Background: an optimization exercise with open tools, aiming at small area. Do not read the settings as production practice.
The RTL was checked by simulation tests, not by an equivalence proof against the original design.
The clock port is modelled as an ideal driver; clocking choices that lean on that would not hold on a real chip.
Power and IR drop assume default switching activity.

Setup of rev 12:
==> module serial, before the edit <==
module serial
    ( input  clk
    , input  reset
    , input  enable
    , input  can_send
    , input [7:0] data_in
    , input  in_stb
    , output wire [7:0] data_out
    , output wire  out_stb
    );
  reg [15:0] x;       
  reg [15:0] y;       
  reg [15:0] a;       
  reg        nl;      
  reg [4:0]  st;
  wire       cmd_up = st[1];
  wire       cmd_fw = st[0];
  wire in_mode   = (st[4:3] == 2'b00);
  wire mul_mode  = (st[4:3] == 2'b01);
  wire send_mode = (st[4:3] == 2'b10);
  wire newline = ~data_in[5];
  wire digit   = data_in[4] & ~data_in[6];
  wire apply   = in_stb & in_mode & digit;
  wire [3:0] n = data_in[3:0];
  wire send = send_mode & ~nl & can_send;
  genvar i;
  wire [3:0]  nx = (apply & cmd_fw) ? n : 4'd0;
  wire [16:0] xc;
  wire [15:0] xs;
  assign xc[0] = 1'b0;
  generate for (i = 0; i < 16; i = i + 1) begin : xadd
    if (i < 4) begin : f
      assign xs[i]   = x[i] ^ nx[i] ^ xc[i];
      assign xc[i+1] = (x[i] & nx[i]) | (xc[i] & (x[i] ^ nx[i]));
    end else begin : h
      assign xs[i]   = x[i] ^ xc[i];
      assign xc[i+1] = x[i] & xc[i];
    end
  end endgenerate
  wire [15:0] x_add = xs | {16{xc[16]}};
  wire        sub = apply & cmd_up;
  wire [3:0]  ny = (apply & ~cmd_fw) ? n : 4'd0;
  wire [15:0] yi = y ^ {16{sub}};
  wire [16:0] yc;
  wire [15:0] ys;
  assign yc[0] = 1'b0;
  generate for (i = 0; i < 16; i = i + 1) begin : yadd
    if (i < 4) begin : f
      assign ys[i]   = yi[i] ^ ny[i] ^ yc[i];
      assign yc[i+1] = (yi[i] & ny[i]) | (yc[i] & (yi[i] ^ ny[i]));
    end else begin : h
      assign ys[i]   = yi[i] ^ yc[i];
      assign yc[i+1] = yi[i] & yc[i];
    end
  end endgenerate
  wire [15:0] y_next = (ys | {16{yc[16]}}) ^ {16{sub}};
  wire [15:0] p0 = y & {16{x[0]}};
  wire [15:0] p1 = y & {16{x[1]}};
  wire [16:0] cs_s, cs_c;
  generate for (i = 0; i < 17; i = i + 1) begin : csa
    wire o1 = (i < 16) ? a[i]  : 1'b0;
    wire o2 = (i < 16) ? p0[i] : 1'b0;
    wire o3 = (i > 0) ? p1[i-1] : 1'b0;
    assign cs_s[i] = o1 ^ o2 ^ o3;
    assign cs_c[i] = (o1 & o2) | (o3 & (o1 ^ o2));
  end endgenerate
  wire [17:0] sum;
  wire [17:0] rc;
  assign sum[0] = cs_s[0];
  assign rc[1]  = 1'b0;
  generate for (i = 1; i < 17; i = i + 1) begin : rca
    assign sum[i]  = cs_s[i] ^ cs_c[i-1] ^ rc[i];
    assign rc[i+1] = (cs_s[i] & cs_c[i-1]) | (rc[i] & (cs_s[i] ^ cs_c[i-1]));
  end endgenerate
  assign sum[17] = cs_c[16] ^ rc[17];
  wire empty_line = in_mode & in_stb & newline & nl;
  wire cmd_load   = in_mode & in_stb & nl;
  wire inc        = mul_mode | send;
  always @(posedge clk or posedge reset) begin
    if (reset) begin
      x  <= 16'd0;
      y  <= 16'd0;
      a  <= 16'd0;
      nl <= 1'b1;
      st <= 5'b00000;
    end else begin
      x <= mul_mode ? {sum[1:0], x[15:2]} : send ? {x[11:0], x_add[3:0]} : x_add;
      y <= y_next;
      if (mul_mode) a <= sum[17:2];
      else if (send) a <= {a[11:0], x[15:12]};
      if (in_stb) nl <= newline & in_mode;
      if (empty_line) st <= 5'b01000;
      else if (cmd_load) st[1:0] <= {data_in[4], data_in[1]};
      else if (inc) st <= st + 5'd1;
    end
  end
  wire [3:0] nib = a[15:12];
  wire letter = nib[3] & (nib[2] | nib[1]);
  assign data_out = letter ? {4'h6, 1'b0, nib[2:0] - 3'd1} : {4'h3, nib};
  assign out_stb  = send;
endmodule
==> flow/config.mk <==
export PLATFORM = sky130hd
export DESIGN_NAME = serial
export DESIGN_NICKNAME = serial
export VERILOG_FILES = /design/flow/design.v
export SDC_FILE = /design/flow/constraint.sdc
export NUM_CORES = 4
export LEC_CHECK = 0
export CAP_MARGIN = 0
export CORE_MARGIN = 2
export CORE_UTILIZATION = 60
export SLEW_MARGIN = 0
==> flow/constraint.sdc <==
create_clock -name core_clock -period 10.0 [get_ports {clk}]
set_input_delay 2.0000 -clock core_clock [delete_from_list [all_inputs] [get_ports {clk}]]
set_output_delay 2.0000 -clock core_clock [all_outputs]
set_load 0.01 [all_outputs]
standard.sh (not shown) runs the stock make flow with config.mk's settings and CLKGATE_MAP_FILE= SYNTH_SCRIPT=/design/flow/synth_recipe.tcl, a recipe that flattens the netlist after the stock synthesis.
==> flow/flow/run.sh <==
#!/bin/bash
# Own layout flow: the standard synthesis (standard.sh synth), then an
# area-oriented ABC remap of its combinational logic (registers keep their
# names and cell types), then the standard layout steps from floorplan to
# finish, with buf_1 cells as the port buffers, no CTS dummy loads, and two
# hooks that give the placement repair buffers and the clock tree buffers the
# smallest size that keeps slew and capacitance within limits. Each tool's
# output goes to a log file of its own in this folder.
set -euo pipefail
here=$(pwd)
res=$here/orfs/results/$FLOW_PLATFORM/serial/base
lib=$FLOW_HOME/platforms/$FLOW_PLATFORM/lib/sky130_fd_sc_hd__tt_025C_1v80.lib
yosys_bin=/OpenROAD-flow-scripts/tools/install/yosys/bin/yosys
[[ -x $yosys_bin ]] || yosys_bin=yosys

bash standard.sh synth > synth_standard.log 2>&1
cp "$res/1_2_yosys.v" "$here/synth_standard.v"

# remap with each ABC script in flow/remap*.abc; keep the smallest fully
# mapped result
best=""; best_area=""
for abc in flow/remap*.abc; do
  k=$(basename "$abc" .abc)
  sed -e "s#@LIB@#$lib#g" -e "s#@IN@#$here/synth_standard.v#" \
      -e "s#@ABC@#$here/$abc#" -e "s#@STAT@#$here/${k}_stat.txt#" \
      -e "s#@OUT@#$here/${k}_all.v#" flow/remap.ys > ${k}_run.ys
  if ! "$yosys_bin" -s ${k}_run.ys > ${k}.log 2>&1; then continue; fi
  # keep only the top module (the others are the liberty cells read for their functions)
  awk '/^module serial\(/,/^endmodule/' ${k}_all.v > ${k}.v
  grep -q '^module serial(' ${k}.v || continue
  if grep -q '^ *assign ' ${k}.v; then continue; fi
  if grep -q '^ *\\\$' ${k}.v; then continue; fi
  area=$(awk '/Chip area for top module/ {print $NF}' ${k}_stat.txt)
  [[ -n "$area" ]] || continue
  if [[ -z "$best" ]] || awk -v a="$area" -v b="$best_area" 'BEGIN {exit !(a < b)}'; then
    best=$k; best_area=$area
  fi
done
echo "remap: chose $best with area $best_area" > remap_choice.log
[[ -n "$best" ]]
cp ${best}.v remap.v

cp remap.v "$res/1_2_yosys.v"
rm -f "$res/1_synth.odb" "$res/1_synth.sdc"
export BUFFER_PORTS_ARGS="-buffer_cell sky130_fd_sc_hd__buf_1"
export CTS_ARGS="-sink_clustering_enable -repair_clock_nets -dont_use_dummy_load"
export POST_CTS_TCL="$here/flow/post_cts.tcl"
export POST_RESIZE_TCL="$here/flow/post_resize.tcl"
bash standard.sh > layout.log 2>&1
test -f out/final.def
Other scripts of this flow, unchanged in this note and not shown: flow/flow/post_cts.tcl, flow/flow/post_resize.tcl, flow/flow/remap.ys, flow/flow/remap1.abc, flow/flow/remap2.abc, flow/flow/remap3.abc, flow/flow/remap4.abc
Changes in rev 13 relative to rev 12:
diff --git a/flow/design.v b/flow/design.v
--- a/flow/design.v
+++ b/flow/design.v
@@ -85,5 +85,5 @@
       st <= 5'b00000;
     end else begin
-      x <= mul_mode ? {sum[1:0], x[15:2]} : send ? {x[11:0], x_add[3:0]} : x_add;
+      x <= mul_mode ? {sum[1:0], x[15:2]} : send ? {x[11:0], 4'd0} : x_add;
       y <= y_next;
       if (mul_mode) a <= sum[17:2];
Rev 13 and rev 12 ended up with nearly the same synthesized area per cell. Looking at origin of the worst setup path, the x[0] result is from rev 12; the x[1] one comes from rev 13. On vias after detailed routing, rev 13 tracks rev 12 almost exactly. Looking at data arrival time of the critical path across rev 13 and rev 12, the one that comes out lower is rev 13. The switching share of power of rev 13 falls short of that of rev 12 by 1.3 points. Changes observed in rev 13 relative to rev 12: global-route met2 utilization up 9.7 points, die area flat, final wirelength up about 7%. On clock period minus final worst setup slack: between rev 13 and rev 12, it ends up higher for rev 12. Row global-route wire length before repair: rev 13 higher / rev 12 lower. Compared with rev 12, rev 13 improves switching component of the power. The lower multi-input gate share of total cell area came out of rev 13. For synthesized area, rev 13 and rev 12 come out practically identical.

re-timing with driven ports:
No port has a modelled driver above. Below, the same layouts with a new extraction and two added sets of constraints.
Step 1 sets driving cells, clkbuf_16 on the clock port and buf_2 on the other inputs (assumed; they add their load-dependent delay and slew).
Step 2, shift: input delay + t, output delay - t, t = (earliest + latest rising clock arrival at the registers) / 2. This alone moves slack from input paths to output paths.
Slacks: no drivers / after step 1 / after step 2; pairs: no drivers / after step 1.
| run | t, ns | setup WS [ns] | worst register clock-pin slew, ns | worst slew at a driven data input, ns | pins driven straight from the clock port |
|---|---|---|---|---|---|
| rev 12 | 0.551 | 2.011 / 2.011 / 1.996 | 0.12 / 0.12 | 0.03 | 1 |
| rev 13 | 0.552 | 2.016 / 2.016 / 1.677 | 0.12 / 0.12 | 0.03 | 1 |
After both steps every run listed still meets setup and hold. The setup slack of rev 13, which loses most, moves by 0.000 ns with the drivers and by -0.339 ns with both steps.
